Background: an optimization exercise with open tools, aiming at a short achievable clock period and few clock cycles. Do not read the settings as production practice. Only simulation tests tie the RTL to the original design; equivalence was not proved. Power figures rest on the tool's default switching activity, not on a simulated workload.

// mips_pipeline
module mips_pipeline (
  input         clk,
  input         reset,
  output [31:0] imem_addr,
  input  [31:0] imem_data,
  output [31:0] dmem_addr,
  output [31:0] dmem_wdata,
  output        dmem_we,
  input  [31:0] dmem_rdata
);
Size in the first run: about 4500 cells after synthesis.
clock: 8.0 ns
lec_check: 0
abc_clock_period_in_ps: 2500
cap_margin: 20
core_margin: 2
core_utilization: 66
cts_cluster_diameter: 80
cts_cluster_size: 24
setup_slack_margin: 5
slew_margin: 20
synth_hierarchical: 1
synth_minimum_keep_size: 0
run.sh (not shown) runs the stock make flow with config.mk's settings and CLKGATE_MAP_FILE= SYNTH_SCRIPT=/design/flow/synth_recipe.tcl, a recipe that flattens the netlist after the stock synthesis.
The starting point finished with timing, DRC and antenna clean.
Testbench counts at the start, summed over its fixed seeds: cycles 19,971.
==> next run, changes <==
- CORE_UTILIZATION: 66 -> 62
- CTS_CLUSTER_DIAMETER: 80 -> default
- CTS_CLUSTER_SIZE: 24 -> default
- SYNTH_HIERARCHICAL: 1 -> default
- SYNTH_MINIMUM_KEEP_SIZE: 0 -> default
Outcome: Sequential cell count is unchanged; cell area rose by a few percent; non-clock buffer count rose by 32; total power rose by about a fifth; via count hardly moves; wire length rose slightly; final cell count rose by a few percent.

========
Starting RTL as in the previous note.
==> flow/config.mk <==
export PLATFORM = sky130hd
export DESIGN_NAME = mips_pipeline
export DESIGN_NICKNAME = mips_pipeline
export VERILOG_FILES = /design/flow/design.v
export SDC_FILE = /design/flow/constraint.sdc
export NUM_CORES = 4
export LEC_CHECK = 0
export ABC_CLOCK_PERIOD_IN_PS = 2500
export CAP_MARGIN = 20
export CORE_MARGIN = 2
export CORE_UTILIZATION = 55
export SETUP_SLACK_MARGIN = 4.6
export SLEW_MARGIN = 20
==> flow/constraint.sdc <==
create_clock -name core_clock -period 8.0 [get_ports {clk}]
set_input_delay 1.6000 -clock core_clock [delete_from_list [all_inputs] [get_ports {clk}]]
set_output_delay 1.6000 -clock core_clock [all_outputs]
set_load 0.01 [all_outputs]
The starting point completed with no timing, DRC or antenna violations.
Testbench counts at the start, summed over its fixed seeds: cycles 19,971.
==> next run, changes <==
CORE_UTILIZATION = 62   (was 55)
CTS_CLUSTER_DIAMETER = 100   (was unset)
CTS_CLUSTER_SIZE = 30   (was unset)
SETUP_SLACK_MARGIN = 5   (was 4.6)
SYNTH_HIERARCHICAL = 1   (was unset)
SYNTH_MINIMUM_KEEP_SIZE = 0   (was unset)
- routed wire length came out lower by 3.4%
- worst setup slack improved by 0.18 ns
- via count came out higher by 0.96%
- design area came out lower by about 3.5%
- area after synthesis stays flat
- sequential power came out higher by 2.7%
- global-route usage came out higher by 2.8 points
==> next run, changes <==
CTS_CLUSTER_DIAMETER = unset   (was 100)
CTS_CLUSTER_SIZE = unset   (was 30)
=> Cell area goes up by 4.6%; power goes up by about 22%; routed wire length goes up by about 2.3%; synthesized cell count is unchanged; combinational power goes up by about 2%; worst setup slack loses 0.011 ns; clock-buffer cell count goes up by 114.

========
Setup of old:
Another version of the RTL of mips_pipeline (not shown whole).
Size in the first run: ~1500 flip-flops, ~160 I/O pins, roughly 0.070 mm² of cells after synthesis.
make LEC_CHECK=0 ABC_CLOCK_PERIOD_IN_PS=2500 CAP_MARGIN=20 CORE_MARGIN=2 CORE_UTILIZATION=62 SETUP_SLACK_MARGIN=5 SLEW_MARGIN=20 finish   # period 8.0 ns
Testbench counts of old, summed over its fixed seeds: cycles 19,971.
The inputs of new differ from those of old as listed below.
Settings: CORE_UTILIZATION now 55, was 62; SETUP_SLACK_MARGIN now 5.0, was 5.
[summary]
- Per the comparison of new with old, path depth of the worst reg2reg path climbed 3; share of power burned in registers climbed 0.5 points; slew at the pin closest to its max-slew limit dropped 0.046 ns.
- Comparing old against new, there is no change at all in number of port buffers.
- In the reports for old and new, the smaller global routing met2 resource utilization belongs to new.
- new: clock insertion delay at the later pin of the skew report 0.03 ns above old
- For new, the slowest cell on the critical path was sky130_fd_sc_hd__fa_2, unlike old, where it was sky130_fd_sc_hd__dfxtp_4.
- Re design area: old was lower than new.

========
mips_pipeline with an RTL version that a note above also has.
Size in the first run: roughly 4500 cells after synthesis, about 1500 flip-flops, ~160 I/O pins.
==> flow/design.v (excerpt) <==
module mips_pipeline (
  input         clk,
  input         reset,
  output [31:0] imem_addr,
  input  [31:0] imem_data,
  output [31:0] dmem_addr,
  output [31:0] dmem_wdata,
  output        dmem_we,
  input  [31:0] dmem_rdata
);
clock: 8.0 ns
lec_check: 0
abc_clock_period_in_ps: 2500
cap_margin: 20
core_margin: 2
core_utilization: 62
cts_cluster_diameter: 100
cts_cluster_size: 30
setup_slack_margin: 5
slew_margin: 20
Testbench counts at the start, summed over its fixed seeds: cycles 19,971.
==> next run, changes <==
Settings changed: CORE_UTILIZATION 62 to 55, CTS_CLUSTER_DIAMETER 100 to not set, CTS_CLUSTER_SIZE 30 to not set, SYNTH_HIERARCHICAL set to 1, SYNTH_MINIMUM_KEEP_SIZE set to 0.
Result: The new run passed the timing, DRC and antenna checks; final area grows by 4.1%; power grows by 22%; critical path depth shrinks by 2; via count hardly moves.

========
Another version of the RTL of mips_pipeline (not shown whole).
Size: ~4400 cells after synthesis, about 1400 flip-flops, about 67000 µm² of cells after synthesis.
clock: 8.0 ns
lec_check: 0
abc_clock_period_in_ps: 2500
cap_margin: 20
core_margin: 2
core_utilization: 62
cts_cluster_diameter: 100
cts_cluster_size: 30
setup_slack_margin: 5
slew_margin: 20
synth_hierarchical: 1
synth_minimum_keep_size: 0
Testbench counts at the start, summed over its fixed seeds: cycles 19,971.
Next try:
- CORE_UTILIZATION: 62 -> 55
- CTS_CLUSTER_DIAMETER: 100 -> default
- CTS_CLUSTER_SIZE: 30 -> default
- SETUP_SLACK_MARGIN: 5 -> 5.0
- SYNTH_HIERARCHICAL: 1 -> default
- SYNTH_MINIMUM_KEEP_SIZE: 0 -> default
Power grows by 21%. Area after synthesis went up by 0.60%. Design area came out higher by 4.4%. Die area climbs by 13%. Count of clock-buffer cells in the layout climbs by 139. Setup slack gets better by 0.41 ns. Wire length is higher by 3.4%. Utilization shrinks by 5.8 points. Cell count is higher by 7.0%.

========
ember:
mips_pipeline with an RTL version that a note above also has.
Size: ~1500 flip-flops, about 160 I/O pins.
export LEC_CHECK = 0
export ABC_CLOCK_PERIOD_IN_PS = 2500
export CAP_MARGIN = 20
export CORE_MARGIN = 2
export CORE_UTILIZATION = 62
export CTS_CLUSTER_DIAMETER = 100
export CTS_CLUSTER_SIZE = 30
export PLACE_DENSITY = 0.66
export SETUP_SLACK_MARGIN = 5
export SLEW_MARGIN = 20
export SYNTH_HIERARCHICAL = 1
export SYNTH_MINIMUM_KEEP_SIZE = 0
create_clock -name core_clock -period 8.0 [get_ports {clk}]
ember completed every stage of the flow, and the final layout passed the timing, DRC and antenna checks.
Testbench counts of ember, summed over its fixed seeds: cycles 19,971.
Here is what was changed in the inputs of sierra compared with ember.
Settings: a deleted SYNTH_MINIMUM_KEEP_SIZE that had been 0; a deleted CTS_CLUSTER_SIZE that had been 30; a deleted CTS_CLUSTER_DIAMETER that had been 100; a deleted SYNTH_HIERARCHICAL that had been 1; a change of CORE_UTILIZATION from 62 to 55; a deleted PLACE_DENSITY that had been 0.66; a change of SETUP_SLACK_MARGIN from 5 to 5.0.
==> summary.txt <==
- In sierra, the last weighted congestion value of the routability-driven placer came out 2.9% below the value in ember.
- sierra | status: complete | timing, DRC, antenna: pass
- Final area grows by a few percent when moving from ember to sierra.
- Diff ember -> sierra | later-pin clock latency in the skew report | increase of 60 ps
- Of sierra and ember, it is sierra that has the lower worst setup slack after placement.
- When the final numbers for sierra and ember were put side by side, the post-layout worst setup margin turned out to be smaller in sierra.
For onyx, these inputs were changed with respect to sierra:
Settings: SETUP_SLACK_MARGIN changed from 5.0 to 5; CORE_UTILIZATION changed from 55 to 70.
[summary]
Looking at placed instance area, onyx sits 0.90% below sierra.
The critical path depth of onyx is higher than that of sierra.
Cmp onyx vs sierra: shortest period the worst path allows higher in onyx

[afterwards: timing with drivers on the ports]
The results above use ideal ports. As a check the final layouts listed here were re-extracted and re-timed, cells and wires unchanged. Step 1 sets driving cells, clkbuf_16 on the clock port and buf_2 on the other inputs (assumed; they add their load-dependent delay and slew). Step 2 times the ports against the registers' clock, not the clock port: input delays grow and output delays shrink by t, the midpoint of the rising clock arrivals with the driver on. Slacks: ideal / step 1 / step 2; pairs: ideal / step 1.
| run | shift t [ns] | setup slack, ns | worst setup path at the end | worst register clock-pin slew, ns | worst data-port slew with drivers (ns) |
|---|---|---|---|---|---|
| the first run of note 1 | 0.762 | 4.721 / 4.721 / 4.072 | input to register | 0.11 / 0.11 | 0.06 |
| the second run of note 1 | 0.828 | 4.706 / 4.706 / 4.076 | input to register | 0.06 / 0.06 | 0.06 |
| the first run of note 2 | 0.867 | 4.568 / 4.568 / 3.862 | input to register | 0.07 / 0.07 | 0.05 |
| the second run of note 2 | 0.801 | 4.749 / 4.749 / 4.090 | input to register | 0.12 / 0.12 | 0.06 |
| the third run of note 2 | 0.823 | 4.738 / 4.738 / 4.060 | input to register | 0.07 / 0.07 | 0.06 |
| old | 0.839 | 4.563 / 4.563 / 4.260 | input to register | 0.07 / 0.07 | 0.12 |
| new | 0.865 | 4.457 / 4.457 / 4.165 | input to register | 0.07 / 0.07 | 0.10 |
| the first run of note 4 | 0.789 | 4.690 / 4.690 / 4.091 | input to register | 0.12 / 0.12 | 0.06 |
| the second run of note 4 | 0.867 | 4.684 / 4.684 / 4.151 | input to register | 0.07 / 0.07 | 0.06 |
| the first run of note 5 | 0.789 | 4.330 / 4.341 / 3.569 | input to register | 0.12 / 0.12 | 0.11 |
| the second run of note 5 | 0.863 | 4.741 / 4.741 / 3.949 | input to register | 0.07 / 0.07 | 0.07 |
| ember | 0.801 | 4.749 / 4.749 / 4.090 | input to register | 0.12 / 0.12 | 0.06 |
| sierra | 0.871 | 4.640 / 4.640 / 4.160 | input to register | 0.07 / 0.07 | 0.06 |
| onyx | 0.850 | 4.573 / 4.573 / 4.051 | input to register | 0.07 / 0.07 | 0.06 |
After both steps every run listed still meets setup and hold. For the second run of note 5, which loses most, drivers alone change the setup slack by 0.000 ns; drivers and shift together by -0.792 ns.
